Context: an optimization exercise on an open-source flow, tuned for small area, a short achievable clock period and few clock cycles per item. The choices shown serve that exercise and are no tape-out recipe.
The RTL was checked by simulation tests, not by an equivalence proof against the original design.

==> flow/design.v (excerpt) <==
module QuantizeBlock#(
 parameter BLOCK_SIZE   = 4,
 parameter IW   = 16
)(
 input                                             clk
,input                                             rst_n
,input                                             start
,input      [IW * BLOCK_SIZE * BLOCK_SIZE - 1 : 0] in
,input      [16 * BLOCK_SIZE * BLOCK_SIZE - 1 : 0] q
,input      [16 * BLOCK_SIZE * BLOCK_SIZE - 1 : 0] iq
,input      [32 * BLOCK_SIZE * BLOCK_SIZE - 1 : 0] bias
,input      [32 * BLOCK_SIZE * BLOCK_SIZE - 1 : 0] zthresh
,input      [16 * BLOCK_SIZE * BLOCK_SIZE - 1 : 0] sharpen
,output     [16 * BLOCK_SIZE * BLOCK_SIZE - 1 : 0] Rout
,output     [16 * BLOCK_SIZE * BLOCK_SIZE - 1 : 0] out
,output                                            nz
,output reg                                        done
);
==> flow/config.mk <==
export PLATFORM = sky130hd
export DESIGN_NAME = QuantizeBlock
export DESIGN_NICKNAME = QuantizeBlock
export VERILOG_FILES = /design/flow/design.v
export SDC_FILE = /design/flow/constraint.sdc
export NUM_CORES = 4
export LEC_CHECK = 0
export ABC_AREA = 1
export CAP_MARGIN = 20
export CORE_MARGIN = 2
export CORE_UTILIZATION = 45
export SLEW_MARGIN = 20
export TNS_END_PERCENT = 0
==> flow/constraint.sdc <==
create_clock -name core_clock -period 14.0 [get_ports {clk}]
set_input_delay 2.8000 -clock core_clock [delete_from_list [all_inputs] [get_ports {clk}]]
set_output_delay 2.8000 -clock core_clock [all_outputs]
set_load 0.01 [all_outputs]
standard.sh (not shown) runs the stock make flow with config.mk's settings and CLKGATE_MAP_FILE= SYNTH_SCRIPT=/design/flow/synth_recipe.tcl, a recipe that flattens the netlist after the stock synthesis.
==> flow/flow/run.sh <==
#!/bin/bash
# Layout flow: the standard layout (standard.sh, with flow/config.mk's
# settings) with three changes:
#  - synthesis skips the generic "abc -fast" pass at the end of Yosys's coarse
#    synthesis (SYNTH_ARGS=-noabc), so the adder trees reach extract_fa in the
#    form maccmap built them; registers are untouched by this;
#  - every port still gets its own buffer, but a plain buf_1 instead of the
#    clkdlybuf4s50_1 delay cell that buffer_ports picks by default;
#  - gate sizing may pick cells of any footprint (MATCH_CELL_FOOTPRINT=0);
#  - repair_timing after CTS and after global routing aims for a larger setup
#    margin, so that it keeps shortening the critical paths past the point
#    where the 14 ns clock is met.
# The clock period and constraints are the standard ones.
set -euo pipefail
cd "$(dirname "$0")/.."
bash ./standard.sh SYNTH_ARGS=-noabc SETUP_SLACK_MARGIN=9 MATCH_CELL_FOOTPRINT=0 \
  "BUFFER_PORTS_ARGS=-buffer_cell sky130_fd_sc_hd__buf_1" finish > flow_make.log 2>&1
The starting point completed with no timing, DRC or antenna violations.
Testbench counts at the start, summed over its fixed seeds: cycles 39,688, blocks 32,000.
Edit:
--- a/flow/flow/run.sh
+++ b/flow/flow/run.sh
@@ -9 +8,0 @@
-#  - gate sizing may pick cells of any footprint (MATCH_CELL_FOOTPRINT=0);
@@ -16 +15 @@
-bash ./standard.sh SYNTH_ARGS=-noabc SETUP_SLACK_MARGIN=9 MATCH_CELL_FOOTPRINT=0 \
+bash ./standard.sh SYNTH_ARGS=-noabc SETUP_SLACK_MARGIN=9 \
CAP_MARGIN = 10   (was 20)
CORE_UTILIZATION = 40   (was 45)
CTS_CLUSTER_DIAMETER = 100   (was not set)
CTS_CLUSTER_SIZE = 30   (was not set)
SLEW_MARGIN = 10   (was 20)
Effect:
- The new run produced a clean layout
- die area increases by about 12%
- area after synthesis does not change
- setup slack gets better by 70 ps
Edit:
--- a/flow/flow/run.sh
+++ b/flow/flow/run.sh
@@ -3,4 +3 @@
-# settings) with three changes:
-#  - synthesis skips the generic "abc -fast" pass at the end of Yosys's coarse
-#    synthesis (SYNTH_ARGS=-noabc), so the adder trees reach extract_fa in the
-#    form maccmap built them; registers are untouched by this;
+# settings) with two changes:
@@ -12 +9 @@
-# The clock period and constraints are the standard ones.
+# The synthesis, clock period and constraints are the standard ones.
@@ -15 +12 @@
-bash ./standard.sh SYNTH_ARGS=-noabc SETUP_SLACK_MARGIN=9 \
+bash ./standard.sh SETUP_SLACK_MARGIN=9 \
CAP_MARGIN = 20   (was 10)
CORE_UTILIZATION = 45   (was 40)
CTS_CLUSTER_DIAMETER = not set   (was 100)
CTS_CLUSTER_SIZE = not set   (was 30)
SLEW_MARGIN = 20   (was 10)
Worst setup slack gains 17 ps.
Routed wire length fell by 0.60%.
Die area decreases by 8.8%.
Cell area came out higher by 3.7%.
Sequential share of layout area came out lower by 0.54 points.
Flip-flop and latch count is unchanged.
Non-clock buffer count is higher by 47.
Edit:
--- a/flow/flow/run.sh
+++ b/flow/flow/run.sh
@@ -3 +3,4 @@
-# settings) with two changes:
+# settings) with three changes:
+#  - synthesis skips the generic "abc -fast" pass at the end of Yosys's coarse
+#    synthesis (SYNTH_ARGS=-noabc), so the adder trees reach extract_fa in the
+#    form maccmap built them; registers are untouched by this;
@@ -9 +12 @@
-# The synthesis, clock period and constraints are the standard ones.
+# The clock period and constraints are the standard ones.
@@ -12 +15 @@
-bash ./standard.sh SETUP_SLACK_MARGIN=9 \
+bash ./standard.sh SYNTH_ARGS=-noabc SETUP_SLACK_MARGIN=9 \
CAP_MARGIN = 10   (was 20)
SLEW_MARGIN = 10   (was 20)
Result:
- The new run went through all stages and came out clean
- setup slack got worse by 14 ps
- die area decreases by 2.4%
- via count decreases by 2.8%
- hold slack improved by 7.4 ps
- critical path depth does not change
- clock skew decreases by 36 ps
- final area decreases by 2.4%
Edit:
CAP_MARGIN = 20   (was 10)
CORE_UTILIZATION = 40   (was 45)
CTS_CLUSTER_DIAMETER = 100   (was not set)
CTS_CLUSTER_SIZE = 30   (was not set)
SLEW_MARGIN = 20   (was 10)
Routed wire length is higher slightly.
Final cell count rose by a few percent.
Final area falls slightly.
Flip-flop and latch count stays the same.
Die area went up by roughly a tenth.
Global-route usage drops by 3.9 points.

-- afterwards: timing with drivers on the ports --
How much do the figures lean on ideal ports? The routed layouts below were timed once more, with nothing changed but the port constraints.
Step 1: set_driving_cell puts a clkbuf_16 on clk and a buf_2 on each other input, an assumption about the parent block.
Step 2 adds t to the input delays and takes it off the output delays; t is the mean of the earliest and latest rising clock arrival at the registers after step 1. Input paths then give back, and output paths get back, about the clock's delay inside the block.
Slacks: ideal ports / drivers / drivers and shift; pairs: ideal ports / drivers.
run	t (ns)	slack for setup (ns)	worst slew at a driven data input, ns
the first run	1.114	8.625 / 8.625 / 7.792	0.62
the second run	1.097	8.695 / 8.695 / 7.846	0.47
the third run	1.137	8.712 / 8.712 / 7.788	0.50
the fourth run	1.120	8.698 / 8.698 / 7.868	0.75
the fifth run	1.093	8.716 / 8.716 / 7.974	0.44
After both steps setup and hold are still met in every run listed. The setup slack of the third run, which loses most, moves by 0.000 ns with the drivers and by -0.924 ns with both steps.
